This design comes from an exercise in tuning for small area on the open sky130 flow, not from production work. Only simulation tests tie the RTL to the original design; equivalence was not proved. No activity file was given, so power comes from the tool's default toggle rates.

==> design/flow/design.v <==
module Sync_top(
    input   wire        PCK,
    input   wire        RSTN,
    input   wire        MRX_FLAG_RE,
    input   [14:0]      MAD,
    input   [31:0]      MDI,
    input   [31:0]      MBE,
    input               MWE,
    input   [9:0]       DI,
    output  [31:0]      MDO_SYNC_TOP,
    output  reg         HLOCK,
    output  reg         VLOCK,
    output  reg         SYNC_ACT,
    output  reg[9:0]    SYNC_DO
);
function [12:0] add12(input [11:0] a, input [11:0] b, input ci);
    integer i; reg c;
    begin
        c = ci;
        for (i = 0; i < 12; i = i + 1) begin
            add12[i] = a[i] ^ b[i] ^ c;
            c = (a[i] & b[i]) | (a[i] & c) | (b[i] & c);
        end
        add12[12] = c;
    end
endfunction
function cout12(input [11:0] a, input [11:0] b, input ci);
    integer i; reg c;
    begin
        c = ci;
        for (i = 0; i < 12; i = i + 1)
            c = (a[i] & b[i]) | (a[i] & c) | (b[i] & c);
        cout12 = c;
    end
endfunction
function [12:0] inc12(input [11:0] a, input ci);
    integer i; reg c;
    begin
        c = ci;
        for (i = 0; i < 12; i = i + 1) begin
            inc12[i] = a[i] ^ c;
            c = a[i] & c;
        end
        inc12[12] = c;
    end
endfunction
function cmp12(input [11:0] a, input [11:0] b, input eq);
    integer i; reg c;
    begin
        c = eq;
        for (i = 0; i < 12; i = i + 1)
            c = (~a[i] & b[i]) | (~a[i] & c) | (b[i] & c);
        cmp12 = c;
    end
endfunction
wire hi0 = (MAD[14:6] == 9'd0);
wire s16 = hi0 & (MAD[5:0] == 6'h16);
wire s17 = hi0 & (MAD[5:0] == 6'h17);
wire s18 = hi0 & (MAD[5:0] == 6'h18);
wire s19 = hi0 & (MAD[5:0] == 6'h19);
wire s20 = hi0 & (MAD[5:0] == 6'h20);
wire s21 = hi0 & (MAD[5:0] == 6'h21);
wire s2a = hi0 & (MAD[5:0] == 6'h2a);
wire s2b = hi0 & (MAD[5:0] == 6'h2b);
wire s30 = hi0 & (MAD[5:0] == 6'h30);
wire s31 = hi0 & (MAD[5:0] == 6'h31);
wire s32 = hi0 & (MAD[5:0] == 6'h32);
reg [10:0] SYNC_HSP, SYNC_VSP, SYNC_VTW, SYNC_HW, SYNC_VW;
reg [11:0] SYNC_HTW, DOT_H, DOT_V, DOT_W;
reg [2:0]  CH;
reg        SYNC_UP;
wire [11:0] wd = MDI[11:0];
wire [11:0] wm = MBE[11:0];
always @(posedge PCK or negedge RSTN) begin
    if (!RSTN) begin
        SYNC_HSP <= 11'd1;
        SYNC_VSP <= 11'd28;
        SYNC_HTW <= 12'd2200;
        SYNC_VTW <= 11'd1125;
        SYNC_HW  <= 11'd1920;
        SYNC_VW  <= 11'd1080;
        CH       <= 3'd0;
        SYNC_UP  <= 1'b0;
        DOT_H    <= 12'd960;
        DOT_V    <= 12'd540;
        DOT_W    <= 12'd10;
    end else if (MWE) begin
        if (s20) SYNC_HSP <= (wm[10:0] & wd[10:0]) | (~wm[10:0] & SYNC_HSP);
        if (s21) SYNC_VSP <= (wm[10:0] & wd[10:0]) | (~wm[10:0] & SYNC_VSP);
        if (s16) SYNC_HTW <= (wm & wd) | (~wm & SYNC_HTW);
        if (s17) SYNC_VTW <= (wm[10:0] & wd[10:0]) | (~wm[10:0] & SYNC_VTW);
        if (s18) SYNC_HW  <= (wm[10:0] & wd[10:0]) | (~wm[10:0] & SYNC_HW);
        if (s19) SYNC_VW  <= (wm[10:0] & wd[10:0]) | (~wm[10:0] & SYNC_VW);
        if (s2a) CH       <= (wm[2:0] & wd[2:0]) | (~wm[2:0] & CH);
        if (s2b) SYNC_UP  <= (wm[0] & wd[0]) | (~wm[0] & SYNC_UP);
        if (s30) DOT_H    <= (wm & wd) | (~wm & DOT_H);
        if (s31) DOT_V    <= (wm & wd) | (~wm & DOT_V);
        if (s32) DOT_W    <= (wm & wd) | (~wm & DOT_W);
    end
end
assign MDO_SYNC_TOP = {20'd0,
      ({12{s20}} & {1'b0, SYNC_HSP})
    | ({12{s21}} & {1'b0, SYNC_VSP})
    | ({12{s16}} & SYNC_HTW)
    | ({12{s17}} & {1'b0, SYNC_VTW})
    | ({12{s18}} & {1'b0, SYNC_HW})
    | ({12{s19}} & {1'b0, SYNC_VW})
    | ({12{s2a}} & {9'd0, CH})
    | ({12{s2b}} & {11'd0, SYNC_UP})
    | ({12{s30}} & DOT_H)
    | ({12{s31}} & DOT_V)
    | ({12{s32}} & DOT_W)};
wire aSYNC_UP = MWE & s2b;
reg [11:0] HCNT;
reg [10:0] VCNT;
wire [11:0] VCNT12 = {1'b0, VCNT};
wire [11:0] HSP12 = {1'b0, SYNC_HSP};
wire [11:0] VSP12 = {1'b0, SYNC_VSP};
wire [11:0] SH = add12(HSP12, {1'b0, SYNC_HW}, 1'b0);
wire [11:0] SV = add12(VSP12, {1'b0, SYNC_VW}, 1'b0);
wire ACT_H = cmp12(HSP12, HCNT, 1'b1) & cmp12(HCNT, SH, 1'b0);
wire ACT_V = cmp12(VSP12, VCNT12, 1'b1) & cmp12(VCNT12, {1'b0, SV[10:0]}, 1'b0);
wire ACT_T = ACT_H & ACT_V;
reg SYNC_ON;
always @(posedge PCK or negedge RSTN) begin
    if (!RSTN)             SYNC_ON <= 1'd0;
    else if (aSYNC_UP)     SYNC_ON <= 1'd1;
    else if (MRX_FLAG_RE)  SYNC_ON <= 1'd0;
end
wire CNT_RST = SYNC_ON & MRX_FLAG_RE;
wire [12:0] HINC = inc12(HCNT, 1'b1);
wire [12:0] VINC = inc12(VCNT12, 1'b1);
always @(posedge PCK or negedge RSTN) begin
    if (!RSTN)                  HCNT <= 12'b0;
    else if (HLOCK | CNT_RST)   HCNT <= 12'b0;
    else                        HCNT <= HINC[11:0];
end
always @(posedge PCK or negedge RSTN) begin
    if (!RSTN)           VCNT <= 11'b0;
    else if (CNT_RST)    VCNT <= 11'b0;
    else if (HLOCK) begin
        if (VLOCK)       VCNT <= 11'b0;
        else             VCNT <= VINC[10:0];
    end
end
wire [12:0] HTWM2 = add12(SYNC_HTW, 12'hFFE, 1'b0);
wire HEND = (HCNT == HTWM2[11:0]);
wire VEND = (VINC[11:0] == {1'b0, SYNC_VTW});
wire HTW_GE2 = |SYNC_HTW[11:1];
always @(posedge PCK or negedge RSTN) begin
    if (!RSTN) begin
        HLOCK <= 1'b0;
        VLOCK <= 1'b0;
        SYNC_ACT <= 1'b0;
    end else begin
        HLOCK <= HEND;
        VLOCK <= HEND & HTW_GE2 & VEND;
        SYNC_ACT <= ACT_T;
    end
end
reg [11:0] K_H, K_V;
reg TURN_H, TURN_V;
wire [12:0] ZH = add12(K_H, SH, 1'b0);
wire [12:0] ZV = add12(K_V, SV, 1'b0);
wire SH_GE21 = (SH > 12'd20);
wire SV_GE21 = (SV > 12'd20);
wire ZH_LE40 = (ZH[12:6] == 7'd0) & (ZH[5:0] <= 6'd40);
wire ZV_LE41 = (ZV[12:6] == 7'd0) & (ZV[5:0] <= 6'd41);
wire ZH_LEN  = ~ZH[12] | ((ZH[11:6] == 6'd0) & (ZH[5:0] <= 6'd40));
wire ZV_LEN  = ~ZV[12] | ((ZV[11:6] == 6'd0) & (ZV[5:0] <= 6'd41));
wire KH_GT19 = (K_H > 12'd19);
wire KV_GT20 = (K_V > 12'd20);
wire HI_H = KH_GT19 ? (SH_GE21 ? ZH_LEN : ZH_LE40) : (SH_GE21 & ZH_LE40);
wire HI_V = KV_GT20 ? (SV_GE21 ? ZV_LEN : ZV_LE41) : (SV_GE21 & ZV_LE41);
wire LO_H = ~KH_GT19 | cout12(K_H, HSP12, 1'b1);
wire LO_V = ~KV_GT20 | cout12(K_V, VSP12, 1'b0);
always @(posedge PCK or negedge RSTN) begin
    if (!RSTN) begin
        K_H <= 12'd18;       
        TURN_H <= 1'b1;
        K_V <= 12'd4088;     
        TURN_V <= 1'b1;
    end else if (VLOCK) begin
        if (HI_H)       TURN_H <= 1'b0;
        else if (LO_H)  TURN_H <= 1'b1;
        K_H <= add12(K_H, TURN_H ? 12'hFF1 : 12'd15, 1'b0);
        if (HI_V)       TURN_V <= 1'b0;
        else if (LO_V)  TURN_V <= 1'b1;
        K_V <= add12(K_V, TURN_V ? 12'hFF1 : 12'd15, 1'b0);
    end
end
wire [11:0] PH = add12(HCNT, K_H, 1'b0);
wire [11:0] PV = add12(VCNT12, K_V, 1'b0);
wire PIXEL = (K_H > 12'd39) & (PH <= 12'd38)
           & ((K_V == 12'd0) | (K_V > 12'd40)) & (PV <= 12'd40);
wire DOT = cmp12(add12(DOT_V, ~DOT_W, 1'b1), VCNT12, 1'b1)
         & cmp12(VCNT12, add12(DOT_V, DOT_W, 1'b0), 1'b1)
         & cmp12(add12(DOT_H, ~DOT_W, 1'b1), HCNT, 1'b0)
         & cmp12(HCNT, add12(DOT_H, DOT_W, 1'b0), 1'b0);
always @(posedge PCK or negedge RSTN) begin
    if (!RSTN)
        SYNC_DO <= 10'b0;
    else if (ACT_T)
        case (CH)
            3'd1:    SYNC_DO <= {{8{PIXEL}}, 2'b0};
            3'd2:    SYNC_DO <= {HCNT[7:0], 2'b0};
            3'd3:    SYNC_DO <= {VCNT[7:0], 2'b0};
            3'd4:    SYNC_DO <= {HCNT[7:0] ^ VCNT[7:0], 2'b0};
            3'd5:    SYNC_DO <= {DI[7:0], 2'b0};
            3'd6:    SYNC_DO <= {2'b0, {8{DOT}}};
            default: SYNC_DO <= DI;
        endcase
    else
        SYNC_DO <= 10'b0;
end
endmodule
==> design/flow/flow/run.sh <==
#!/bin/bash
# Standard layout, with plain buf_1 cells as the port buffers.
set -euo pipefail
bash standard.sh "BUFFER_PORTS_ARGS=-buffer_cell sky130_fd_sc_hd__buf_1" finish > standard_flow.log 2>&1
==> design/flow/standard.sh <==
#!/bin/bash
# synth_recipe.tcl (not shown) runs the flow's synth.tcl, then flattens the netlist and writes it again
# the make line also repeats each setting of config.mk as NAME=value (left out here)
make -C /OpenROAD-flow-scripts/flow DESIGN_CONFIG=/design/flow/config.mk WORK_HOME=/design/flow/orfs CLKGATE_MAP_FILE= SYNTH_SCRIPT=/design/flow/synth_recipe.tcl "${@:-finish}"
==> design/flow/config.mk <==
export PLATFORM = sky130hd
export DESIGN_NAME = Sync_top
export DESIGN_NICKNAME = Sync_top
export VERILOG_FILES = /design/flow/design.v
export SDC_FILE = /design/flow/constraint.sdc
export NUM_CORES = 4
export LEC_CHECK = 0
export CAP_MARGIN = 20
export CORE_MARGIN = 2
export CORE_UTILIZATION = 40
export SLEW_MARGIN = 20
==> design/flow/constraint.sdc <==
create_clock -name core_clock -period 6.7 [get_ports {PCK}]
set_input_delay 1.3400 -clock core_clock [delete_from_list [all_inputs] [get_ports {PCK}]]
set_output_delay 1.3400 -clock core_clock [all_outputs]
set_load 0.01 [all_outputs]
==> reports/metrics.sh, run 1 <==
SETUP_TNS_NS=0
I_O_PIN_TOTAL=138
WORSTREG2REGEND='SYNC_DO[7]'
DP_CELLS=1896
FINALWORSTPATHREQUIREDPERIOD_NS=6.526
MAPPEDNETLISTAREA_UM2=13840
SWITCHING_SHARE_PCT=31.94
NUM_ROWS=68
INTERNAL_POWER_mW=1.664
VIASPERCELL=5.708
SETUP_VIOL=0
YOSYS_WARNINGS=1
GRT_UTIL_MET1_PCT=33.77
DESIGN.CORE.AREA_UM2=34290
WIRE_LENGTH_OF_THE_FIRST_GLOBAL_ROUTING_PASS_UM=65710
ROUTE.DETAILED.WL_PER_INST_UM=22.25
HP-CLASS='reg2reg'
DRCVIOLATIONCOUNT=0
NET-SWITCHING-POWER_mW=0.7811
CLOCK_LATENCY_NS=0.46
TRANSITION_TIME_OF_THE_TIGHTEST_SLEW_CHECK_PIN_NS=1.183
CLOCK_TREE.BUFFER_DEPTH=2
DATA_ARRIVAL_TIME_OF_THE_CRITICAL_PATH_NS=6.92
GRT-OVFL-TOTAL=0
CRITPATHREQUIREDTIME_NS=7.09
SYNTH_FF_TYPE='sky130_fd_sc_hd__dfrtp_1'
SHARE_CLK_OF_TOTAL_POWER_PCT=41.3
GRT_ANTENNA_BEFORE_REPAIR=0
MAXCAPVIOLCOUNT=0
SYNTH.FF_LATCH_COUNT=170
DP_HPWL_UM=32780
INSERTEDDIODECOUNT=0
VIAS=11022
PORT_BUFFERS=77
POST-SYNTH-TOP-AREA-FRACTION_PCT=22.79
WORST_SKEW_NS=0.01685
FIN_CRIT_SH_PCT=97.40
CLK_PIN_SLEW_NS=0.08
POST_SYNTH_EDFFS=0
GRT-BUSIEST-LAYER='met2'
WORST-SETUP-PATH-TYPE='reg2reg'
POST_LAYOUT_NONFILLER_INSTANCES=1931
WHS_NS=0.5077
DETAILED_ROUTE_WL_UM=42960
P_PER_AREA_nW_PER_UM2=159.0
VIA_COUNT_OF_THE_FIRST_GLOBAL_ROUTING_PASS=11005
DP_WORST_SETUP_SLACK_NS=-0.02058
VDD_DROP_MAX_mV=0.1911
FINALHOLDVIOLATIONS=0
POST-SYNTH-TOP-AREA-CELL='sky130_fd_sc_hd__dfrtp_1'
CLK_ROOT_BUFFER_CELL='sky130_fd_sc_hd__clkbuf_16'
R2R_CELLS=21
AVGSYNTHCELLAREA_UM2=9.976
FINALWORSTSETUPSLACK_NS=0.1740
NETLIST_INSTANCES=1387
CHIPHEIGHT_UM=190.0
CRIT_PATH_START_KIND='register'
CTS.SINKS=170
DRT_FIRST_ITER_VIOLATIONS=1029
NUMBER_OF_BUFFERS_CREATED_BY_CTS=17
CTS_TREE='built'
GRT.TOTAL_USAGE_PCT=24.44
SHARE_SEQ_OF_TOTAL_POWER_PCT=46.0
RUN_STATUS='finished clean'
REG2REG_SETUP_SLACK_NS=0.17
SYNTH_TOP_CELLS_BY_AREA='sky130_fd_sc_hd__dfrtp_1 (23%), sky130_fd_sc_hd__fa_1 (18%), sky130_fd_sc_hd__dfstp_2 (8.4%)'
AREAGROWTHSYNTHTOFINISH_PCT=11.11
CP-END-KIND='register'
GRT.MET3_USAGE_PCT=5.829
FMAXACHIEVABLE_MHz=153.2
P_COMB_SHARE_PCT=12.7
CTS_MAX_LEVEL=4
REPORT.FINAL.SLEW_VIOL_COUNT=0
YOSYSUNIQUECELLTYPES=72
SETUP.WORST_PATH.END='SYNC_DO[7]'
FP.DIEW_UM=190.0
INITIAL_CORE_UTIL_PCT=40.36
GRT_START_MAX_NET_PINS=171
GRT_USE_MET2_PCT=37.75
CRITICAL_PATH.MAX_FANOUT=6
DRIVE_ABOVE_1_SHARE_PCT=16.94
ASYNCSETRESETFLOPFRACSYNTH_PCT=100.0
WEIGHTED_CONGESTION_AT_THE_END_OF_ROUTABILITY_DRIVEN_GLOBAL_PLACEMENT=0.9548
FINAL_NETS=1717
GRT_SETUP_UNREPAIRED='no'
DIE-AREA_UM2=36100
LEAK_PWR_nW=6.435
DETAIL_ROUTE.FIRST_PASS.ITERATIONS=7
TIMING.SLEW.HEADROOM_PCT=20.83
SYNTH_SEQUENTIAL_AREA_RATIO_PCT=31.14
DETAIL-ROUTE-ANTENNA-NETS=0
## cell usage after synthesis, types with 4 or more instances
cell and n:
sky130_fd_sc_hd__buf_1 5, sky130_fd_sc_hd__and4b_1 4, sky130_fd_sc_hd__a211oi_1 10, sky130_fd_sc_hd__nor2_1 31
sky130_fd_sc_hd__a221oi_1 8, sky130_fd_sc_hd__nand4_1 13, sky130_fd_sc_hd__buf_4 22, sky130_fd_sc_hd__inv_1 179
sky130_fd_sc_hd__maj3_1 20, sky130_fd_sc_hd__o221ai_1 6, sky130_fd_sc_hd__buf_2 20, sky130_fd_sc_hd__o21ai_0 54
sky130_fd_sc_hd__dfrtp_1 126, sky130_fd_sc_hd__nor3_1 19, sky130_fd_sc_hd__mux2i_1 12, sky130_fd_sc_hd__and2_1 16
sky130_fd_sc_hd__ha_1 39, sky130_fd_sc_hd__o31ai_1 4, sky130_fd_sc_hd__a222oi_1 22, sky130_fd_sc_hd__o22ai_1 29
sky130_fd_sc_hd__mux2_2 88, sky130_fd_sc_hd__nand2_1 166, sky130_fd_sc_hd__a2111oi_0 4, sky130_fd_sc_hd__a21oi_1 29
sky130_fd_sc_hd__o211a_1 4, sky130_fd_sc_hd__fa_1 122, sky130_fd_sc_hd__nand3_1 23, sky130_fd_sc_hd__a22oi_1 13
sky130_fd_sc_hd__nand2b_1 20, sky130_fd_sc_hd__xnor2_1 19, sky130_fd_sc_hd__a31oi_1 7, sky130_fd_sc_hd__o221a_2 6
sky130_fd_sc_hd__mux2_1 22, sky130_fd_sc_hd__nor2b_1 28, sky130_fd_sc_hd__xor2_1 21, sky130_fd_sc_hd__o211ai_1 10
sky130_fd_sc_hd__a221o_1 6, sky130_fd_sc_hd__nor4_1 11, sky130_fd_sc_hd__a22o_1 12, sky130_fd_sc_hd__clkbuf_1 37
sky130_fd_sc_hd__dfstp_2 44
## critical path, cell delays in order (launching register included)
cell and delay, ns:
sky130_fd_sc_hd__dfrtp_1 0.42, sky130_fd_sc_hd__inv_1 0.08, sky130_fd_sc_hd__ha_1 0.15, sky130_fd_sc_hd__inv_1 0.05
sky130_fd_sc_hd__fa_1 0.38, sky130_fd_sc_hd__fa_1 0.40, sky130_fd_sc_hd__fa_2 0.36, sky130_fd_sc_hd__fa_1 0.39
sky130_fd_sc_hd__fa_1 0.40, sky130_fd_sc_hd__fa_2 0.39, sky130_fd_sc_hd__fa_2 0.36, sky130_fd_sc_hd__fa_1 0.40
sky130_fd_sc_hd__fa_1 0.39, sky130_fd_sc_hd__fa_1 0.40, sky130_fd_sc_hd__nor2b_1 0.16, sky130_fd_sc_hd__o21a_1 0.21
sky130_fd_sc_hd__or4_1 0.50, sky130_fd_sc_hd__a22oi_2 0.18, sky130_fd_sc_hd__nand4_1 0.12, sky130_fd_sc_hd__buf_4 0.18
sky130_fd_sc_hd__o31ai_4 0.30, sky130_fd_sc_hd__o221a_2 0.25
## layer usage
metal  share of wire [%]  wire, um
met5                   0         0
met4                 2.6      1113
met3                 7.7      3321
met2                  46     19570
met1                  44     18950
## power groups by stage
stage          sequential (mW)  clock (mW)  combinational [mW]
6_report                  1.12        1.01               0.311
5_1_grt                   1.13        1.07               0.343
3_5_place_dp              1.14           0               0.308
4_1_cts                   1.12        1.03               0.309
2_1_floorplan             1.09           0               0.220
3_3_place_gp              1.14           0               0.302
## repair_timing
item                                    4_1_cts  5_1_grt
endpoints found under the setup margin        6       10
gates resized for setup                       3       19
hold buffers                                  0        0
pin swaps                                     2        9
setup buffers                                 0        2
## cell families after synthesis
logic type	Yosys count	share of synthesized area (%)
AO/OA/AOI/OAI	252	13.17
XOR/XNOR	40	2.532
adder cells (fa/ha/maj)	181	22.62
buffers and inverters	265	8.075
flip-flops	170	31.14
multiplexers	122	9.820
other	1	0.02710
AND/OR/NAND/NOR	356	12.61
## metrics by stage
stage          util [%]  area, um2  total power, mW
6_report          44.84      15370            2.445
5_1_grt           44.84      15370            2.541
3_3_place_gp      42.78      14670            1.443
4_1_cts           44.56      15280            2.461
2_1_floorplan         -      13910            1.308
3_5_place_dp      42.80      14670            1.449
## placed cells by master, fill, tap and decap left out, types with 10 or more instances in the layout
cell                        netlist  routed
sky130_fd_sc_hd__clkbuf_16        0      17
sky130_fd_sc_hd__mux2_2          88      88
sky130_fd_sc_hd__buf_1            5      76
sky130_fd_sc_hd__nand2b_1        20      20
sky130_fd_sc_hd__o22ai_1         29      29
sky130_fd_sc_hd__nand2_1        166     166
sky130_fd_sc_hd__fa_1           122     109
sky130_fd_sc_hd__mux2_1          22      22
sky130_fd_sc_hd__xor2_1          21      21
sky130_fd_sc_hd__nor4_1          11      11
sky130_fd_sc_hd__nand4_1         13      13
sky130_fd_sc_hd__buf_4           22      46
sky130_fd_sc_hd__nor3_1          19      19
sky130_fd_sc_hd__mux2i_1         12      12
sky130_fd_sc_hd__nand3_1         23      23
sky130_fd_sc_hd__a21oi_1         29      29
sky130_fd_sc_hd__nor2b_1         28      26
sky130_fd_sc_hd__ha_1            39      39
sky130_fd_sc_hd__fa_2             0      13
sky130_fd_sc_hd__a22oi_1         13      12
sky130_fd_sc_hd__maj3_1          20      20
sky130_fd_sc_hd__dfstp_2         44      44
sky130_fd_sc_hd__o21ai_0         54      54
sky130_fd_sc_hd__dfrtp_1        126     126
sky130_fd_sc_hd__o211ai_1        10      10
sky130_fd_sc_hd__a22o_1          12      12
sky130_fd_sc_hd__inv_1          179     179
sky130_fd_sc_hd__conb_1           1      20
sky130_fd_sc_hd__and2_1          16      16
sky130_fd_sc_hd__nor2_1          31      31
sky130_fd_sc_hd__xnor2_1         19      17
sky130_fd_sc_hd__a222oi_1        22      22
## area by class of cell
type	count	area, um2
fillers	3246	18910
multi-input cells	971	8576
flip-flops and latches	170	4309
inverters	179	671.9
repair buffers	124	658.1
well taps	455	569.3
clock buffers	18	439.2
clock inverters	14	151.4
## worst min-delay path by stage
stage	from	cells after the start	to
4_1_cts	register	1	register
3_5_place_dp	register	1	register
3_3_place_gp	register	1	register
5_1_grt	register	1	register
6_report	register	1	register
2_1_floorplan	SYNC_ON	1	VCNT[0]
==> run 2: changes to the inputs <==
--- a/design/flow/config.mk
+++ b/design/flow/config.mk
@@ -9,3 +9,5 @@
 export CORE_MARGIN = 2
 export CORE_UTILIZATION = 40
+export CTS_BUF_LIST = sky130_fd_sc_hd__clkbuf_8
+export CTS_CLUSTER_SIZE = 15
 export SLEW_MARGIN = 20
==> run 2 against run 1 <==
Effect of this change: still clean on timing, DRC and antenna; hold slack better by 0.0040 ns; clock skew grew 0.0067 ns; setup slack better by 0.00076 ns; global-route usage about the same; register-to-register slack about the same; non-clock buffer count did not move; critical path type unchanged.
==> reports/metrics.sh, run 2 <==
RUN_STATUS='finished clean'  # unchanged
SETUP_VIOL=0  # unchanged
FMAXACHIEVABLE_MHz=153.3  # was 153.2 MHz
FIN_CRIT_SH_PCT=97.39  # was 97.40%
VIAS=11010  # was 11,022
YOSYS_WARNINGS=1  # unchanged
YS_TOP_CELLS_BY_COUNT='sky130_fd_sc_hd__inv_1 (179), sky130_fd_sc_hd__nand2_1 (166), sky130_fd_sc_hd__dfrtp_1 (126), sky130_fd_sc_hd__fa_1 (122), sky130_fd_sc_hd__mux2_2 (88)'  # unchanged
ROUTE.DETAILED.WL_PER_INST_UM=22.22  # was 22.25 um
DIE-AREA_UM2=36100  # unchanged
TRANSITION_TIME_OF_THE_TIGHTEST_SLEW_CHECK_PIN_NS=1.200  # was 1.183 ns
MOST_USED_CELL_ALONG_THE_CRITICAL_PATH='sky130_fd_sc_hd__fa_1'  # unchanged
HP-CLASS='reg2reg'  # unchanged
AREAGROWTHSYNTHTOFINISH_PCT=9.748  # was 11.11%
MAXCAPVIOLCOUNT=0  # unchanged
WEIGHTED_CONGESTION_AT_THE_END_OF_ROUTABILITY_DRIVEN_GLOBAL_PLACEMENT=0.9548  # unchanged
CTS_MAX_LEVEL=4  # unchanged
CHIPHEIGHT_UM=190.0  # unchanged
GRT_START_MAX_NET_PINS=171  # unchanged
WORSTREG2REGEND='SYNC_DO[7]'  # unchanged
POST_SYNTH_EDFFS=0  # unchanged
DP_CELLS=1896  # unchanged
CLK_PIN_SLEW_NS=0.10  # was 0.08 ns
CRITICAL_PATH.MAX_FANOUT=6  # unchanged
CLK_ROOT_BUFFER_CELL='sky130_fd_sc_hd__clkbuf_8'  # was sky130_fd_sc_hd__clkbuf_16
DP_HPWL_UM=32780  # unchanged
WORST_SKEW_NS=0.02352  # was 0.01685 ns
CRITICAL_PATH_CELL_COUNT=19  # was 21
P_PER_AREA_nW_PER_UM2=144.6  # was 159.0 nW/um2
DETAILED_ROUTE_WL_UM=42940  # was 42,960 um
MOST_COMMON_CELL_IN_THE_SYNTHESIZED_NETLIST='sky130_fd_sc_hd__inv_1'  # unchanged
VIASPERCELL=5.699  # was 5.708
CP_CELL_SEQUENCE='inv_1 > fa_1 > fa_1 > fa_1 > fa_1 > fa_1 > fa_1 > fa_1 > fa_1 > fa_1 > fa_2 > nor2b_2 > nor3_1 > or4_1 > a22oi_2 > nand4_1 > buf_4 > o31ai_4 > o221a_2'  # was inv_1 > ha_1 > inv_1 > fa_1 > fa_1 > fa_2 > fa_1 > fa_1 > fa_2 > fa_2 > fa_1 > fa_1 > fa_1 > nor2b_1 > o21a_1 > or4_1 > a22oi_2 > nand4_1 > buf_4 > o31ai_4 > o221a_2
SYNTH.FF_LATCH_COUNT=170  # unchanged
FINAL_NETS=1717  # unchanged
WHS_NS=0.5117  # was 0.5077 ns
I_O_PIN_TOTAL=138  # unchanged
POST-SYNTH-TOP-AREA-CELL='sky130_fd_sc_hd__dfrtp_1'  # unchanged
FP.DIEW_UM=190.0  # unchanged
TIMING.SLEW.HEADROOM_PCT=19.70  # was 20.83%
CLOCK_TREE.BUFFER_DEPTH=2  # unchanged
FINALWORSTPATHREQUIREDPERIOD_NS=6.525  # was 6.526 ns
CRITICAL-PATH-SLOWEST-CELL='sky130_fd_sc_hd__dfstp_2'  # was sky130_fd_sc_hd__or4_1
CLOCK_LATENCY_NS=0.51  # was 0.46 ns
REG2REG_SETUP_SLACK_NS=0.17  # about the same
YOSYSUNIQUECELLTYPES=72  # unchanged
POST_LAYOUT_NONFILLER_INSTANCES=1932  # was 1,931
FINAL_DESIGN_UTILIZATION_PCT=44.29  # was 44.84%
R2R_CELLS=19  # was 21
FINALHOLDVIOLATIONS=0  # unchanged
DRIVE_ABOVE_1_SHARE_PCT=16.94  # unchanged
GRT_SETUP_UNREPAIRED='no'  # unchanged
NUMBER_OF_BUFFERS_CREATED_BY_CTS=17  # unchanged
GRT.TOTAL_USAGE_PCT=24.43  # was 24.44%
FINAL_AREA_UM2=15190  # was 15,370 um2
CRITPATHREQUIREDTIME_NS=7.14  # was 7.09 ns
SETUP_TNS_NS=0  # unchanged
DATA_ARRIVAL_TIME_OF_THE_CRITICAL_PATH_NS=6.97  # was 6.92 ns
HOLDPATHSTAGES=1  # unchanged
NUM_ROWS=68  # unchanged
VDD_DROP_MAX_mV=0.1324  # was 0.1911 mV
NETLIST_INSTANCES=1387  # unchanged
SYNTH_SEQUENTIAL_AREA_RATIO_PCT=31.14  # unchanged
CTS.SINKS=170  # unchanged
LAYOUT_COMMON_CELLS='sky130_fd_sc_hd__inv_1 (179), sky130_fd_sc_hd__nand2_1 (166), sky130_fd_sc_hd__dfrtp_1 (126)'  # unchanged
ASYNCSETRESETFLOPFRACSYNTH_PCT=100.0  # unchanged
CRIT_PATH_MAX_INCR_DELAY_NS=0.54  # was 0.50 ns
CTS_TREE='built'  # unchanged
CRITPATHTOPFAMILY='adder cells'  # unchanged
FINALWORSTSETUPSLACK_NS=0.1747  # was 0.1740 ns
GRT_ANTENNA_BEFORE_REPAIR=0  # unchanged
DETAIL-ROUTE-ANTENNA-NETS=0  # unchanged
DESIGN.CORE.AREA_UM2=34290  # unchanged
AVGSYNTHCELLAREA_UM2=9.976  # unchanged
DP_WORST_SETUP_SLACK_NS=-0.02058  # unchanged
HOLD_BUFFERS_POST_CTS=0  # unchanged
PLACEDINSTANCEAREA_UM2=14670  # unchanged
CP_NUM_BUF_INV=2  # was 3
VIA_COUNT_OF_THE_FIRST_GLOBAL_ROUTING_PASS=11037  # was 11,005
CP-END-KIND='register'  # unchanged
DRCVIOLATIONCOUNT=0  # unchanged
DETAIL_ROUTE.FIRST_PASS.ITERATIONS=5  # was 7
LEAK_PWR_nW=6.347  # was 6.435 nW
CRIT_PATH_START_KIND='register'  # unchanged
PORT_BUFFERS=77  # unchanged
P_TOTAL_mW=2.196  # was 2.445 mW
GRT-OVFL-TOTAL=0  # unchanged
MAPPEDNETLISTAREA_UM2=13840  # unchanged
SYNTH_FF_TYPE='sky130_fd_sc_hd__dfrtp_1'  # unchanged
REPORT.FINAL.SLEW_VIOL_COUNT=0  # unchanged
DRT_FIRST_ITER_VIOLATIONS=1016  # was 1,029
POST-SYNTH-TOP-AREA-FRACTION_PCT=22.79  # unchanged
WORST-SETUP-PATH-TYPE='reg2reg'  # unchanged
INITIAL_CORE_UTIL_PCT=40.36  # unchanged
MOST_COMMON_CELL_AFTER_LAYOUT_FILL_AND_TAPS_ASIDE='sky130_fd_sc_hd__inv_1'  # unchanged
SYNTH_TOP_CELLS_BY_AREA='sky130_fd_sc_hd__dfrtp_1 (23%), sky130_fd_sc_hd__fa_1 (18%), sky130_fd_sc_hd__dfstp_2 (8.4%)'  # unchanged
WIRE_LENGTH_OF_THE_FIRST_GLOBAL_ROUTING_PASS_UM=65760  # was 65,710 um
SETUP.WORST_PATH.END='SYNC_DO[7]'  # unchanged
==> run 2: cell counts after synthesis <==
Identical to the previous run, type by type.
==> run 2: layout make-up <==
type | instances | area, um2
multi-input cells | 971 | 8576
fillers | 3267 | 19100
clock buffers | 18 | 247.7
repair buffers | 124 | 658.1
well taps | 455 | 569.3
inverters | 179 | 671.9
flip-flops and latches | 170 | 4309
clock inverters | 14 | 151.4
diodes | 1 | 2.502
==> run 2: cells by family (layout without fill, tap and decap cells) <==
family | after synthesis | in the layout | share of synthesized area, %
fa+ha+maj | 181 | 181 | 22.62
simple gates | 356 | 356 | 12.61
xor+xnor | 40 | 40 | 2.532
flops | 170 | 170 | 31.14
buf+inv | 265 | 335 | 8.075
mux | 122 | 122 | 9.820
other cells | 1 | 21 | 0.02710
compound gates | 252 | 252 | 13.17
==> run 2: worst min path at each step <==
stage	start	to	slack, ns
floorplan	SYNC_ON	VCNT[0]	0.47
global placement	register	register	0.49
detailed placement	register	register	0.49
CTS	register	register	0.52
global route	register	register	0.53
finish	SYNC_ON	VCNT[0]	0.51
==> run 2: where the power goes <==
group,leakage [nW],total [mW],switching [mW],internal [mW]
combinational,3.95,0.312,0.203,0.109
sequential,2.20,1.12,0.0779,1.05
clock,0.201,0.759,0.469,0.290
total,6.35,2.20,0.750,1.45
==> run 2: per-layer routing <==
metal,GRT usage (%),vias to the layer above,part of all wire (%)
met5,0,-,0
li1,-,4905,-
met4,8.408,0,2.7
met1,33.87,5572,44
met3,5.589,71,8.0
met2,37.68,462,45
==> run 2: timing repair <==
item                                    in CTS  in global routing
gates resized for setup                      3                 19
hold endpoints to repair                     0                  0
pin swaps                                    1                  7
endpoints found under the setup margin       6                 10
buffers inserted                             0                  2
==> run 3: changes to the inputs <==
==> design/flow/run.sh (new file) <==
#!/bin/bash
# synth_recipe.tcl (not shown) runs the flow's synth.tcl, then flattens the netlist and writes it again
# the make line also repeats each setting of config.mk as NAME=value (left out here)
make -C /OpenROAD-flow-scripts/flow DESIGN_CONFIG=/design/flow/config.mk WORK_HOME=/design/flow/orfs CLKGATE_MAP_FILE= SYNTH_SCRIPT=/design/flow/synth_recipe.tcl finish
--- a/design/flow/config.mk
+++ b/design/flow/config.mk
@@ -9,5 +9,3 @@
 export CORE_MARGIN = 2
 export CORE_UTILIZATION = 40
-export CTS_BUF_LIST = sky130_fd_sc_hd__clkbuf_8
-export CTS_CLUSTER_SIZE = 15
 export SLEW_MARGIN = 20
removed: design/flow/flow/run.sh
removed: design/flow/standard.sh
==> run 3 against run 2 <==
Effect of this change: synthesized cell count is the same; global-route usage rose by 0.11 points; via count increased by 1.5%; critical endpoint unchanged; highest routed layer unchanged.
==> reports/metrics.sh, run 3 <==
SYNTH.FF_LATCH_COUNT=170  # unchanged
LEAK_PWR_nW=6.650  # was 6.347 nW
CTS.SINKS=170  # unchanged
VDD_DROP_MAX_mV=0.1756  # was 0.1324 mV
NUMBER_OF_BUFFERS_CREATED_BY_CTS=17  # unchanged
CHIPHEIGHT_UM=190.0  # unchanged
CRIT_PATH_MAX_INCR_DELAY_NS=0.48  # was 0.54 ns
CLOCK_TREE.BUFFER_DEPTH=2  # unchanged
DRIVE_ABOVE_1_SHARE_PCT=17.61  # was 16.94%
DRT_FIRST_ITER_VIOLATIONS=990  # was 1,016
DIE-AREA_UM2=36100  # unchanged
FIN_CRIT_SH_PCT=97.78  # was 97.39%
DP_WORST_SETUP_SLACK_NS=-0.01091  # was -0.02058 ns
CLK_PIN_SLEW_NS=0.08  # was 0.10 ns
ROUTE.DETAILED.WL_PER_INST_UM=22.45  # was 22.22 um
MAPPEDNETLISTAREA_UM2=13840  # unchanged
WORST_SKEW_NS=0.01756  # was 0.02352 ns
VIA_COUNT_OF_THE_FIRST_GLOBAL_ROUTING_PASS=11320  # was 11,037
AVGSYNTHCELLAREA_UM2=9.976  # unchanged
I_O_PIN_TOTAL=138  # unchanged
GRT_ANTENNA_BEFORE_REPAIR=0  # unchanged
FP.DIEW_UM=190.0  # unchanged
WORST-SETUP-PATH-TYPE='reg2reg'  # unchanged
NUM_ROWS=68  # unchanged
SYNTH_FF_TYPE='sky130_fd_sc_hd__dfrtp_1'  # unchanged
SYNTH_TOP_CELLS_BY_AREA='sky130_fd_sc_hd__dfrtp_1 (23%), sky130_fd_sc_hd__fa_1 (18%), sky130_fd_sc_hd__dfstp_2 (8.4%)'  # unchanged
CP-END-KIND='register'  # unchanged
SYNTH_SEQUENTIAL_AREA_RATIO_PCT=31.14  # unchanged
NET-SWITCHING-POWER_mW=0.7971  # was 0.7504 mW
INTERNAL_POWER_mW=1.688  # was 1.445 mW
DP_CELLS=1903  # was 1,896
CP_CELL_SEQUENCE='inv_1 > ha_1 > inv_1 > fa_1 > fa_2 > fa_1 > fa_2 > fa_2 > fa_2 > fa_2 > fa_1 > fa_1 > fa_1 > nor2b_1 > o21a_1 > or4_1 > a22oi_2 > nand4_1 > buf_4 > o31ai_4 > o221a_2'  # was inv_1 > fa_1 > fa_1 > fa_1 > fa_1 > fa_1 > fa_1 > fa_1 > fa_1 > fa_1 > fa_2 > nor2b_2 > nor3_1 > or4_1 > a22oi_2 > nand4_1 > buf_4 > o31ai_4 > o221a_2
CRITICAL-PATH-SLOWEST-CELL='sky130_fd_sc_hd__or4_1'  # was sky130_fd_sc_hd__dfstp_2
CRITPATHTOPFAMILY='adder cells'  # unchanged
YS_TOP_CELLS_BY_COUNT='sky130_fd_sc_hd__inv_1 (179), sky130_fd_sc_hd__nand2_1 (166), sky130_fd_sc_hd__dfrtp_1 (126), sky130_fd_sc_hd__fa_1 (122), sky130_fd_sc_hd__mux2_2 (88)'  # unchanged
P_PER_AREA_nW_PER_UM2=156.5  # was 144.6 nW/um2
VIASPERCELL=5.771  # was 5.699
YOSYS_WARNINGS=1  # unchanged
CRIT_PATH_START_KIND='register'  # unchanged
PORT_BUFFERS=77  # unchanged
FINALWORSTSETUPSLACK_NS=0.1489  # was 0.1747 ns
SETUP_VIOL=0  # unchanged
CP_NUM_BUF_INV=3  # was 2
FMAXACHIEVABLE_MHz=152.6  # was 153.3 MHz
CRITICAL_PATH.MAX_FANOUT=6  # unchanged
DETAIL_ROUTE.FIRST_PASS.ITERATIONS=9  # was 5
POST-SYNTH-TOP-AREA-FRACTION_PCT=22.79  # unchanged
TRANSITION_TIME_OF_THE_TIGHTEST_SLEW_CHECK_PIN_NS=0.8671  # was 1.200 ns
GRT-OVFL-TOTAL=0  # unchanged
DP_HPWL_UM=33510  # was 32,780 um
RUN_STATUS='finished clean'  # unchanged
WIRE_LENGTH_OF_THE_FIRST_GLOBAL_ROUTING_PASS_UM=66530  # was 65,760 um
FINALHOLDVIOLATIONS=0  # unchanged
AREAGROWTHSYNTHTOFINISH_PCT=14.77  # was 9.748%
GRT_SETUP_UNREPAIRED='no'  # unchanged
DRCVIOLATIONCOUNT=0  # unchanged
FINAL_NETS=1723  # was 1,717
DETAILED_ROUTE_WL_UM=43480  # was 42,940 um
CRITPATHREQUIREDTIME_NS=7.09  # was 7.14 ns
DATA_ARRIVAL_TIME_OF_THE_CRITICAL_PATH_NS=6.94  # was 6.97 ns
ASYNCSETRESETFLOPFRACSYNTH_PCT=100.0  # unchanged
CTS_TREE='built'  # unchanged
CTS_MAX_LEVEL=4  # unchanged
DETAIL-ROUTE-ANTENNA-NETS=0  # unchanged
VIAS=11178  # was 11,010
TIMING.SLEW.HEADROOM_PCT=42.19  # was 19.70%
DESIGN.CORE.AREA_UM2=34290  # unchanged
LAYOUT_COMMON_CELLS='sky130_fd_sc_hd__inv_1 (179), sky130_fd_sc_hd__nand2_1 (166), sky130_fd_sc_hd__dfrtp_1 (126)'  # unchanged
SHARE_CLK_OF_TOTAL_POWER_PCT=41.1  # was 34.6%
MAXCAPVIOLCOUNT=0  # unchanged
YOSYSUNIQUECELLTYPES=72  # unchanged
P_COMB_SHARE_PCT=14.4  # was 14.2%
MOST_COMMON_CELL_AFTER_LAYOUT_FILL_AND_TAPS_ASIDE='sky130_fd_sc_hd__inv_1'  # unchanged
NETLIST_INSTANCES=1387  # unchanged
REPORT.FINAL.SLEW_VIOL_COUNT=0  # unchanged
POST_SYNTH_EDFFS=0  # unchanged
GRT_START_MAX_NET_PINS=78  # was 171
POST-SYNTH-TOP-AREA-CELL='sky130_fd_sc_hd__dfrtp_1'  # unchanged
GRT.TOTAL_USAGE_PCT=24.53  # was 24.43%
POST_LAYOUT_NONFILLER_INSTANCES=1937  # was 1,932
CLK_ROOT_BUFFER_CELL='sky130_fd_sc_hd__clkbuf_16'  # was sky130_fd_sc_hd__clkbuf_8
FINALWORSTPATHREQUIREDPERIOD_NS=6.551  # was 6.525 ns
CLOCK_LATENCY_NS=0.47  # was 0.51 ns
INITIAL_CORE_UTIL_PCT=40.36  # unchanged
INSERTEDDIODECOUNT=0  # was 1
SWITCHING_SHARE_PCT=32.08  # was 34.17%
MOST_COMMON_CELL_IN_THE_SYNTHESIZED_NETLIST='sky130_fd_sc_hd__inv_1'  # unchanged
SHARE_SEQ_OF_TOTAL_POWER_PCT=44.5  # was 51.2%
HP-CLASS='reg2reg'  # unchanged
WEIGHTED_CONGESTION_AT_THE_END_OF_ROUTABILITY_DRIVEN_GLOBAL_PLACEMENT=0.9303  # was 0.9548
-- run 3: changes by cell type in the layout (fill, tap and decap cells not counted), sizes merged --
| cell | delta |
|---|---|
| inv | -1 |
| clkbuf | -1 |
| clkdlybuf4s50 | +76 |
| clkinvlp | -1 |
| diode | -1 |
| clkinv | +2 |
| buf | -69 |
-- run 3: cells by family after synthesis --
family	count (synthesis)	synth area share [%]
simple gates	356	12.61
buf+inv	265	8.075
compound gates	252	13.17
mux	122	9.820
flops	170	31.14
fa+ha+maj	181	22.62
other cells	1	0.02710
xor+xnor	40	2.532
-- run 3: power by group through the flow --
stage | registers, mW | clock network (mW) | logic, mW
after floorplan | 1.09 | 0 | 0.220
after global placement | 1.12 | 0 | 0.344
after detailed placement | 1.12 | 0 | 0.353
after CTS | 1.10 | 1.04 | 0.354
after global routing | 1.11 | 1.07 | 0.391
final | 1.10 | 1.02 | 0.358
-- run 3: timing repair --
item | in CTS | in global routing
gates cloned | 0 | 0
pin swaps | 0 | 9
gates resized for setup | 1 | 26
buffers inserted | 0 | 2
hold buffers | 0 | 0
setup endpoints to repair | 8 | 10
-- run 3: metal layers --
layer / GRT usage [%] / vias to the layer above / wire [um]
met5: 0 / - / 0
met4: 7.662 / 0 / 1020
met3: 4.151 / 74 / 2926
met2: 39.46 / 447 / 20250
met1: 33.88 / 5740 / 19280
li1: - / 4917 / -
-- run 3: layout make-up --
class | count | area (um2)
timing repair buffer | 130 | 1170
clock buffer | 18 | 439.2
tap | 455 | 569.3
sequential | 170 | 4309
fill | 3272 | 18410
multi-input combinational | 971 | 8566
clock inverter | 14 | 155.1
inverter | 179 | 671.9
-- run 3: stage by stage --
stage               cell area (um2)  hold slack [ns]  power [mW]  util [%]   TNS, ns
global placement              15190           0.4882       1.466     44.29         0
global route                  15880           0.5266       2.568     46.31         0
floorplan                     13910           0.4661       1.308         -         0
detailed placement            15190           0.4951       1.476     44.31  -0.02032
finish                        15880           0.5081       2.485     46.31         0
CTS                           15790           0.5129       2.497     46.06         0
-- run 3: worst paths after layout --
path | start | endpoint | slack [ns] | depth (start not counted)
hold reg to reg | register | register | 0.51 | 1
hold / removal | register | register | 0.51 | 1
setup reg to reg | register | SYNC_DO[7] | 0.15 | 21
setup / recovery | register | SYNC_DO[7] | 0.15 | 21
min in group asynchronous | RSTN | K_H[9] | 0.89 | 1
max in group asynchronous | RSTN | asynchronous set/reset pin | 4.45 | 2
==> run 4: changes to the inputs <==
--- a/design/flow/design.v
+++ b/design/flow/design.v
@@ -181,11 +181,13 @@
         K_V <= 12'd4088;     
         TURN_V <= 1'b1;
-    end else if (VLOCK) begin
-        if (HI_H)       TURN_H <= 1'b0;
-        else if (LO_H)  TURN_H <= 1'b1;
-        K_H <= add12(K_H, TURN_H ? 12'hFF1 : 12'd15, 1'b0);
-        if (HI_V)       TURN_V <= 1'b0;
-        else if (LO_V)  TURN_V <= 1'b1;
-        K_V <= add12(K_V, TURN_V ? 12'hFF1 : 12'd15, 1'b0);
+    end else begin
+        if (VLOCK) begin
+            if (HI_H)       TURN_H <= 1'b0;
+            else if (LO_H)  TURN_H <= 1'b1;
+            if (HI_V)       TURN_V <= 1'b0;
+            else if (LO_V)  TURN_V <= 1'b1;
+        end
+        K_H <= add12(K_H, {{8{VLOCK & TURN_H}}, {3{VLOCK & ~TURN_H}}, 1'b0}, VLOCK);
+        K_V <= add12(K_V, {{8{VLOCK & TURN_V}}, {3{VLOCK & ~TURN_V}}, 1'b0}, VLOCK);
     end
 end
==> design/flow/flow/run.sh (new file) <==
#!/bin/bash
# Standard layout, with plain buf_1 cells as the port buffers.
set -euo pipefail
bash standard.sh "BUFFER_PORTS_ARGS=-buffer_cell sky130_fd_sc_hd__buf_1" finish > standard_flow.log 2>&1
==> design/flow/standard.sh (new file) <==
#!/bin/bash
# synth_recipe.tcl (not shown) runs the flow's synth.tcl, then flattens the netlist and writes it again
# the make line also repeats each setting of config.mk as NAME=value (left out here)
make -C /OpenROAD-flow-scripts/flow DESIGN_CONFIG=/design/flow/config.mk WORK_HOME=/design/flow/orfs CLKGATE_MAP_FILE= SYNTH_SCRIPT=/design/flow/synth_recipe.tcl "${@:-finish}"
--- a/design/flow/config.mk
+++ b/design/flow/config.mk
@@ -8,4 +8,6 @@
 export CAP_MARGIN = 20
 export CORE_MARGIN = 2
-export CORE_UTILIZATION = 40
+export CORE_UTILIZATION = 50
+export CTS_BUF_LIST = sky130_fd_sc_hd__clkbuf_8
+export CTS_CLUSTER_SIZE = 15
 export SLEW_MARGIN = 20
removed: design/flow/run.sh
==> run 4 against run 3 <==
Effect of this change: hold slack got worse by 0.0044 ns; sequential power barely moved; cell area decreased by 7.4%; register-to-register slack improved by 0.07 ns; largest power group unchanged; highest routed layer unchanged.
==> reports/metrics.sh, run 4 <==
LAYOUT_COMMON_CELLS='sky130_fd_sc_hd__inv_1 (177), sky130_fd_sc_hd__nand2_1 (135), sky130_fd_sc_hd__dfrtp_1 (126)'  # was sky130_fd_sc_hd__inv_1 (179), sky130_fd_sc_hd__nand2_1 (166), sky130_fd_sc_hd__dfrtp_1 (126)
YOSYSUNIQUECELLTYPES=74  # was 72
REGISTER_CELL_AREA_AFTER_LAYOUT_UM2=4309  # unchanged
ASYNCSETRESETFLOPFRACSYNTH_PCT=100.0  # unchanged
CLOCK_LATENCY_NS=0.50  # was 0.47 ns
FINAL_AREA_UM2=14710  # was 15,880 um2
GRT.TOTAL_USAGE_PCT=29.97  # was 24.53%
AREAGROWTHSYNTHTOFINISH_PCT=8.809  # was 14.77%
SETUP_VIOL=0  # unchanged
MAXCAPVIOLCOUNT=0  # unchanged
CTS_MAX_LEVEL=4  # unchanged
FP.DIEW_UM=168.5  # was 190.0 um
POST-SYNTH-TOP-AREA-FRACTION_PCT=23.32  # was 22.79%
MOST_COMMON_CELL_AFTER_LAYOUT_FILL_AND_TAPS_ASIDE='sky130_fd_sc_hd__inv_1'  # unchanged
DP_HPWL_UM=32140  # was 33,510 um
REPORT.FINAL.SLEW_VIOL_COUNT=0  # unchanged
WORST-SETUP-PATH-TYPE='reg2reg'  # unchanged
MAPPEDNETLISTAREA_UM2=13520  # was 13,840 um2
VIAS=10617  # was 11,178
VDD_DROP_MAX_mV=0.1528  # was 0.1756 mV
CLOCK_TREE.BUFFER_DEPTH=2  # unchanged
DIE-AREA_UM2=28380  # was 36,100 um2
GRT-OVFL-TOTAL=0  # unchanged
FMAXACHIEVABLE_MHz=154.2  # was 152.6 MHz
PLACEDINSTANCEAREA_UM2=14250  # was 15,190 um2
NETLIST_INSTANCES=1339  # was 1,387
CTS.SINKS=170  # unchanged
AVGSYNTHCELLAREA_UM2=10.10  # was 9.976 um2
DRIVE_ABOVE_1_SHARE_PCT=18.33  # was 17.61%
PORT_BUFFERS=77  # unchanged
POST-SYNTH-TOP-AREA-CELL='sky130_fd_sc_hd__dfrtp_1'  # unchanged
P_PER_AREA_nW_PER_UM2=147.7  # was 156.5 nW/um2
GRT_START_MAX_NET_PINS=171  # was 78
DETAIL-ROUTE-ANTENNA-NETS=0  # unchanged
TIMING.SLEW.HEADROOM_PCT=24.91  # was 42.19%
DETAIL_ROUTE.FIRST_PASS.ITERATIONS=6  # was 9
GRT_ANTENNA_BEFORE_REPAIR=1  # was 0
FILLER_CELL_COUNT=2461  # was 3,272
RUN_STATUS='finished clean'  # unchanged
HP-CLASS='reg2reg'  # unchanged
TRANSITION_TIME_OF_THE_TIGHTEST_SLEW_CHECK_PIN_NS=1.122  # was 0.8671 ns
LEAK_PWR_nW=6.090  # was 6.650 nW
DRCVIOLATIONCOUNT=0  # unchanged
WORST_SKEW_NS=0.02341  # was 0.01756 ns
SYNTH.FF_LATCH_COUNT=170  # unchanged
DATA_ARRIVAL_TIME_OF_THE_CRITICAL_PATH_NS=6.91  # was 6.94 ns
VIASPERCELL=5.995  # was 5.771
CP-END-KIND='register'  # unchanged
FINALHOLDVIOLATIONS=0  # unchanged
GRT_SETUP_UNREPAIRED='no'  # unchanged
CRIT_PATH_START_KIND='register'  # unchanged
FIN_CRIT_SH_PCT=96.81  # was 97.78%
WIRE_LENGTH_OF_THE_FIRST_GLOBAL_ROUTING_PASS_UM=63140  # was 66,530 um
NUMBER_OF_BUFFERS_CREATED_BY_CTS=17  # unchanged
ROUTE.DETAILED.WL_PER_INST_UM=23.26  # was 22.45 um
FINAL_DESIGN_UTILIZATION_PCT=55.05  # was 46.31%
YOSYS_WARNINGS=1  # unchanged
P_TOTAL_mW=2.174  # was 2.485 mW
SYNTH_SEQUENTIAL_AREA_RATIO_PCT=31.87  # was 31.14%
CLK_PIN_SLEW_NS=0.11  # was 0.08 ns
I_O_PIN_TOTAL=138  # unchanged
CHIPHEIGHT_UM=168.5  # was 190.0 um
NUM_ROWS=60  # was 68
DESIGN.CORE.AREA_UM2=26730  # was 34,290 um2
CRITICAL_PATH.MAX_FANOUT=6  # unchanged
INITIAL_CORE_UTIL_PCT=50.59  # was 40.36%
CRITPATHREQUIREDTIME_NS=7.12  # was 7.09 ns
POST_SYNTH_EDFFS=0  # unchanged
CLK_ROOT_BUFFER_CELL='sky130_fd_sc_hd__clkbuf_8'  # was sky130_fd_sc_hd__clkbuf_16
FINALWORSTPATHREQUIREDPERIOD_NS=6.486  # was 6.551 ns
VIA_COUNT_OF_THE_FIRST_GLOBAL_ROUTING_PASS=10590  # was 11,320
FINAL_NETS=1672  # was 1,723
HOLD_BUFFERS_POST_CTS=0  # unchanged
WEIGHTED_CONGESTION_AT_THE_END_OF_ROUTABILITY_DRIVEN_GLOBAL_PLACEMENT=0.9687  # was 0.9303
YS_TOP_CELLS_BY_COUNT='sky130_fd_sc_hd__inv_1 (178), sky130_fd_sc_hd__nand2_1 (135), sky130_fd_sc_hd__dfrtp_1 (126), sky130_fd_sc_hd__fa_1 (122), sky130_fd_sc_hd__mux2_2 (108)'  # was sky130_fd_sc_hd__inv_1 (179), sky130_fd_sc_hd__nand2_1 (166), sky130_fd_sc_hd__dfrtp_1 (126), sky130_fd_sc_hd__fa_1 (122), sky130_fd_sc_hd__mux2_2 (88)
CTS_TREE='built'  # unchanged
DRT_FIRST_ITER_VIOLATIONS=925  # was 990
DETAILED_ROUTE_WL_UM=41200  # was 43,480 um
SYNTH_TOP_CELLS_BY_AREA='sky130_fd_sc_hd__dfrtp_1 (23%), sky130_fd_sc_hd__fa_1 (18%), sky130_fd_sc_hd__mux2_2 (9.0%)'  # was sky130_fd_sc_hd__dfrtp_1 (23%), sky130_fd_sc_hd__fa_1 (18%), sky130_fd_sc_hd__dfstp_2 (8.4%)
MULTIINPUTGATEAREA_UM2=8314  # was 8566 um2
SYNTH_FF_TYPE='sky130_fd_sc_hd__dfrtp_1'  # unchanged
MOST_COMMON_CELL_IN_THE_SYNTHESIZED_NETLIST='sky130_fd_sc_hd__inv_1'  # unchanged
## run 4: final timing paths
kind	start	endpoint	slack (ns)	cells after the start
worst max-delay path	register	TURN_V	0.21	18
worst min-delay path	SYNC_ON	VCNT[0]	0.50	1
worst max register to register	register	TURN_V	0.21	18
worst min register to register	SYNC_ON	VCNT[0]	0.50	1
max in group asynchronous	RSTN	asynchronous set/reset pin	4.96	2
min in group asynchronous	RSTN	HCNT[11]	1.02	2
## run 4: per-stage QoR
| stage | worst slack, ns | cells | TNS, ns | hold WS [ns] |
|---|---|---|---|---|
| 6_report | 0.2140 | 1771 | 0 | 0.5037 |
| 5_1_grt | 0.005636 | 1770 | 0 | 0.5173 |
| 4_1_cts | 0.02538 | 1770 | 0 | 0.5002 |
| 3_5_place_dp | -0.2883 | 1737 | -0.2883 | 0.4858 |
| 3_3_place_gp | -0.2040 | 1736 | -0.2040 | 0.4797 |
| 2_1_floorplan | 0.08752 | 1358 | 0 | 0.4598 |
## run 4: cells by family after synthesis
logic type               after synthesis  share of synthesized area (%)
AO/OA/AOI/OAI                        262                          14.00
adder cells (fa/ha/maj)              178                          22.97
AND/OR/NAND/NOR                      323                          11.63
other                                  1                        0.02773
buffers and inverters                257                          7.726
flip-flops                           170                          31.87
XOR/XNOR                              39                          2.711
multiplexers                         109                          9.068
## run 4: layout make-up
cell class              instances  share of cell area (%)
multi-input cells             931                   56.51
repair buffers                118                   4.193
clock buffers                  17                   1.590
diodes                          1                 0.01701
well taps                     341                   2.900
clock inverters                15                  0.9355
flip-flops and latches        170                   29.29
inverters                     178                   4.567
## run 4: repair_timing
item                                    CTS  global route
pin swaps                                 2             6
gates resized for setup                  10            17
setup buffers                             1             0
hold endpoints to repair                  0             0
endpoints found under the setup margin    1            10
## run 4: worst max-delay path: stages (launching register included)
cell and delay [ns]:
sky130_fd_sc_hd__dfrtp_1 0.47, sky130_fd_sc_hd__inv_1 0.09, sky130_fd_sc_hd__fa_1 0.44, sky130_fd_sc_hd__fa_1 0.42, sky130_fd_sc_hd__fa_1 0.41, sky130_fd_sc_hd__fa_1 0.41, sky130_fd_sc_hd__fa_1 0.39, sky130_fd_sc_hd__fa_1 0.42
sky130_fd_sc_hd__fa_1 0.53, sky130_fd_sc_hd__fa_1 0.44, sky130_fd_sc_hd__fa_1 0.39, sky130_fd_sc_hd__fa_1 0.40, sky130_fd_sc_hd__fa_1 0.40, sky130_fd_sc_hd__fa_1 0.49, sky130_fd_sc_hd__nand2_1 0.05, sky130_fd_sc_hd__a211o_1 0.24
sky130_fd_sc_hd__o21a_1 0.19, sky130_fd_sc_hd__o221ai_1 0.16, sky130_fd_sc_hd__a32oi_1 0.08
## run 4: report_power, final
group          internal, mW  switching (mW)  leakage [nW]  total (mW)
Sequential             1.05          0.0463          2.20        1.09
Clock                 0.272           0.460         0.189       0.732
Combinational         0.122           0.226          3.70       0.348
## run 4: routing by layer
metal  GRT usage (%)  wire length (um)
met3           8.277              3198
met2           46.04             18640
met1           41.09             18040
met5               0                 0
met4           10.61              1310
==> run 5: changes to the inputs <==
--- a/design/flow/config.mk
+++ b/design/flow/config.mk
@@ -8,6 +8,7 @@
 export CAP_MARGIN = 20
 export CORE_MARGIN = 2
-export CORE_UTILIZATION = 50
+export CORE_UTILIZATION = 40
 export CTS_BUF_LIST = sky130_fd_sc_hd__clkbuf_8
-export CTS_CLUSTER_SIZE = 15
+export CTS_CLUSTER_DIAMETER = 60
+export CTS_CLUSTER_SIZE = 24
 export SLEW_MARGIN = 20
==> run 5 against run 4 <==
Effect of this change: combinational power down 6.6%; sequential share of layout area down 0.22 points; hold slack better by 0.013 ns; setup slack worse by 0.017 ns; clock power up 7.2%; area after synthesis unchanged; sequential power about the same; largest power group unchanged; routed wire length about the same; power up 2.0%; flip-flop and latch count unchanged.
==> reports/metrics.sh, run 5 <==
LEAK_PWR_nW=6.080  # was 6.090 nW
GRT.TOTAL_USAGE_PCT=23.89  # was 29.97%
VIASPERCELL=5.718  # was 5.995
CLK_ROOT_BUFFER_CELL='sky130_fd_sc_hd__clkbuf_8'  # unchanged
MAXCAPVIOLCOUNT=0  # unchanged
CLOCK_LATENCY_NS=0.51  # was 0.50 ns
PLACEDINSTANCEAREA_UM2=14360  # was 14,250 um2
ASYNCSETRESETFLOPFRACSYNTH_PCT=100.0  # unchanged
DP_HPWL_UM=32400  # was 32,140 um
DESIGN.CORE.AREA_UM2=33450  # was 26,730 um2
CP_CELL_SEQUENCE='clkinvlp_4 > fa_2 > fa_1 > fa_1 > fa_1 > fa_1 > fa_1 > fa_1 > fa_1 > fa_1 > fa_1 > mux2i_1 > xnor2_1 > or4_4 > a2111oi_4 > buf_6 > nand2_1 > a21oi_1'  # was inv_1 > fa_1 > fa_1 > fa_1 > fa_1 > fa_1 > fa_1 > fa_1 > fa_1 > fa_1 > fa_1 > fa_1 > fa_1 > nand2_1 > a211o_1 > o21a_1 > o221ai_1 > a32oi_1
SYNTH.FF_LATCH_COUNT=170  # unchanged
WORST_SKEW_NS=0.01683  # was 0.02341 ns
SETUP_VIOL=0  # unchanged
I_O_PIN_TOTAL=138  # unchanged
NUM_ROWS=67  # was 60
FINAL_NETS=1668  # was 1,672
VDD_DROP_MAX_mV=0.1673  # was 0.1528 mV
FILLER_CELL_COUNT=3228  # was 2,461
SYNTH_SEQUENTIAL_AREA_RATIO_PCT=31.87  # unchanged
FMAXACHIEVABLE_MHz=153.8  # was 154.2 MHz
SYNTH_FF_TYPE='sky130_fd_sc_hd__dfrtp_1'  # unchanged
GRT_SETUP_UNREPAIRED='no'  # unchanged
CTS.SINKS=170  # unchanged
POST_SYNTH_EDFFS=0  # unchanged
FIN_CRIT_SH_PCT=97.06  # was 96.81%
INITIAL_CORE_UTIL_PCT=40.43  # was 50.59%
DP_CELLS=1841  # was 1,737
YOSYS_WARNINGS=1  # unchanged
LAYOUT_COMMON_CELLS='sky130_fd_sc_hd__inv_1 (177), sky130_fd_sc_hd__nand2_1 (135), sky130_fd_sc_hd__dfrtp_1 (124)'  # was sky130_fd_sc_hd__inv_1 (177), sky130_fd_sc_hd__nand2_1 (135), sky130_fd_sc_hd__dfrtp_1 (126)
MOST_USED_CELL_ALONG_THE_CRITICAL_PATH='sky130_fd_sc_hd__fa_1'  # unchanged
DRCVIOLATIONCOUNT=0  # unchanged
DATA_ARRIVAL_TIME_OF_THE_CRITICAL_PATH_NS=6.92  # was 6.91 ns
NUMBER_OF_BUFFERS_CREATED_BY_CTS=17  # unchanged
CTS_TREE='built'  # unchanged
POST_LAYOUT_NONFILLER_INSTANCES=1872  # was 1,771
DIE-AREA_UM2=35290  # was 28,380 um2
DRT_FIRST_ITER_VIOLATIONS=1041  # was 925
MAPPEDNETLISTAREA_UM2=13520  # unchanged
YS_TOP_CELLS_BY_COUNT='sky130_fd_sc_hd__inv_1 (178), sky130_fd_sc_hd__nand2_1 (135), sky130_fd_sc_hd__dfrtp_1 (126), sky130_fd_sc_hd__fa_1 (122), sky130_fd_sc_hd__mux2_2 (108)'  # unchanged
WORST-SETUP-PATH-TYPE='reg2reg'  # unchanged
GRT-OVFL-TOTAL=0  # unchanged
GRT_START_MAX_NET_PINS=112  # was 171
CP-END-KIND='register'  # unchanged
MOST_COMMON_CELL_AFTER_LAYOUT_FILL_AND_TAPS_ASIDE='sky130_fd_sc_hd__inv_1'  # unchanged
CRIT_PATH_START_KIND='register'  # unchanged
DRIVE_ABOVE_1_SHARE_PCT=17.84  # was 18.33%
POST-SYNTH-TOP-AREA-FRACTION_PCT=23.32  # unchanged
WEIGHTED_CONGESTION_AT_THE_END_OF_ROUTABILITY_DRIVEN_GLOBAL_PLACEMENT=0.9737  # was 0.9687
CHIPHEIGHT_UM=187.9  # was 168.5 um
AVGSYNTHCELLAREA_UM2=10.10  # unchanged
PORT_BUFFERS=77  # unchanged
TIMING.SLEW.HEADROOM_PCT=13.72  # was 24.91%
WIRE_LENGTH_OF_THE_FIRST_GLOBAL_ROUTING_PASS_UM=63650  # was 63,140 um
NETLIST_INSTANCES=1339  # unchanged
SYNTH_TOP_CELLS_BY_AREA='sky130_fd_sc_hd__dfrtp_1 (23%), sky130_fd_sc_hd__fa_1 (18%), sky130_fd_sc_hd__mux2_2 (9.0%)'  # unchanged
HP-CLASS='reg2reg'  # unchanged
TRANSITION_TIME_OF_THE_TIGHTEST_SLEW_CHECK_PIN_NS=1.289  # was 1.122 ns
FP.DIEW_UM=187.9  # was 168.5 um
VIA_COUNT_OF_THE_FIRST_GLOBAL_ROUTING_PASS=10756  # was 10,590
GRT_ANTENNA_BEFORE_REPAIR=0  # was 1
DETAIL_ROUTE.FIRST_PASS.ITERATIONS=9  # was 6
AREAGROWTHSYNTHTOFINISH_PCT=9.706  # was 8.809%
VIAS=10705  # was 10,617
DETAILED_ROUTE_WL_UM=41220  # was 41,200 um
MOST_COMMON_CELL_IN_THE_SYNTHESIZED_NETLIST='sky130_fd_sc_hd__inv_1'  # unchanged
CRITICAL_PATH.MAX_FANOUT=7  # was 6
FINALWORSTPATHREQUIREDPERIOD_NS=6.503  # was 6.486 ns
CLOCK_TREE.BUFFER_DEPTH=2  # unchanged
NUMBER_OF_SETUP_BUFFERS_ADDED_AFTER_CTS=0  # was 1
POST-SYNTH-TOP-AREA-CELL='sky130_fd_sc_hd__dfrtp_1'  # unchanged
DETAIL-ROUTE-ANTENNA-NETS=0  # unchanged
CLK_PIN_SLEW_NS=0.10  # was 0.11 ns
CRITICAL-PATH-SLOWEST-CELL='sky130_fd_sc_hd__dfstp_2'  # was sky130_fd_sc_hd__fa_1
REPORT.FINAL.SLEW_VIOL_COUNT=0  # unchanged
DP_WORST_SETUP_SLACK_NS=-0.2806  # was -0.2883 ns
CTS_MAX_LEVEL=4  # unchanged
ROUTE.DETAILED.WL_PER_INST_UM=22.02  # was 23.26 um
FINALWORSTSETUPSLACK_NS=0.1972  # was 0.2140 ns
CRITPATHREQUIREDTIME_NS=7.12  # about the same
RUN_STATUS='finished clean'  # unchanged
INSERTEDDIODECOUNT=0  # was 1
YOSYSUNIQUECELLTYPES=74  # unchanged
FINAL_AREA_UM2=14830  # was 14,710 um2
CRIT_PATH_MAX_INCR_DELAY_NS=0.58  # was 0.53 ns
FINALHOLDVIOLATIONS=0  # unchanged
P_PER_AREA_nW_PER_UM2=149.5  # was 147.7 nW/um2
==> run 5: kinds of logic after synthesis <==
group                      count (synthesis)  synth area share (%)
AOI/OAI and AO/OA                        262                 14.00
buffers and inverters                    257                 7.726
and+or+nand+nor                          323                 11.63
adders and majority gates                178                 22.97
xor gates and xnor gates                  39                 2.711
DFF                                      170                 31.87
other                                      1               0.02773
muxes                                    109                 9.068
==> run 5: stage by stage <==
stage | utilization (%) | setup TNS, ns | hold slack, ns | power [mW]
after CTS | 44.19 | 0 | 0.5182 | 2.234
final | 44.35 | 0 | 0.5170 | 2.218
after floorplan | - | 0 | 0.4598 | 1.299
after global placement | 42.91 | -0.1921 | 0.4890 | 1.437
after global routing | 44.35 | 0 | 0.5354 | 2.316
after detailed placement | 42.94 | -0.2806 | 0.4980 | 1.448
==> run 5: layout make-up <==
class / instances / area (um2) / area share (%)
repair buffers: 114 / 586.8 / 3.956
clock inverters: 14 / 170.2 / 1.147
well taps: 448 / 560.5 / 3.779
flip-flops and latches: 170 / 4312 / 29.07
multi-input cells: 931 / 8299 / 55.95
inverters: 178 / 671.9 / 4.529
clock buffers: 17 / 234.0 / 1.577
==> run 5: metal layers <==
| layer | track usage (%) | part of all wire [%] |
|---|---|---|
| met5 | 0 | 0 |
| met2 | 37.42 | 46 |
| met3 | 4.604 | 7.0 |
| met4 | 7.389 | 2.5 |
| met1 | 33.58 | 44 |
==> run 5: critical path: cells and delay by family (launching register included) <==
kind	cells	cell delay [ns]
xor+xnor	1	0.11
mux	1	0.19
flops	1	0.58
buf+inv	2	0.36
compound gates	2	0.41
fa+ha+maj	10	4.12
simple gates	2	0.65
==> run 5: final timing paths <==
path | start | end | slack, ns | cells past startpoint
setup / recovery | register | SYNC_DO[1] | 0.20 | 18
setup reg to reg | register | SYNC_DO[1] | 0.20 | 18
hold / removal | TURN_V | TURN_V | 0.52 | 2
max in group asynchronous | RSTN | asynchronous set/reset pin | 4.58 | 2
min in group asynchronous | RSTN | HCNT[7] | 0.95 | 1
hold reg to reg | TURN_V | TURN_V | 0.52 | 2
==> run 5: power by group <==
group | switching, mW | total [mW] | internal, mW
sequential | 0.0611 | 1.11 | 1.05
combinational | 0.212 | 0.325 | 0.113
clock | 0.417 | 0.785 | 0.368
==> run 5: timing repair <==
item,4_1_cts,5_1_grt
gates cloned,0,0
gates resized for setup,6,18
hold buffers,0,0
pin swaps,0,3
endpoints found under the setup margin,1,11

## afterwards: timing with drivers on the ports
How much do the figures lean on ideal ports? The routed layouts below were timed once more, with nothing changed but the port constraints. Step 1 assumes that a clkbuf_16 drives the clock port and a buf_2 every other input. Step 2, shift: input delay + t, output delay - t, t = (earliest + latest rising clock arrival at the registers) / 2. This alone moves slack from input paths to output paths. Slacks: no drivers / after step 1 / after step 2; pairs: no drivers / after step 1.
run	t (ns)	setup slack, ns	worst setup path after step 2	pins driven straight from the clock port
run 1	0.508	0.174 / 0.174 / 0.174	register to register	1
run 2	0.548	0.175 / 0.175 / 0.175	register to register	1
run 3	0.508	0.149 / 0.149 / 0.149	register to register	1
run 4	0.536	0.214 / 0.214 / 0.214	register to register	1
run 5	0.546	0.197 / 0.197 / 0.197	register to register	1
After both steps setup and hold are still met in every run listed.
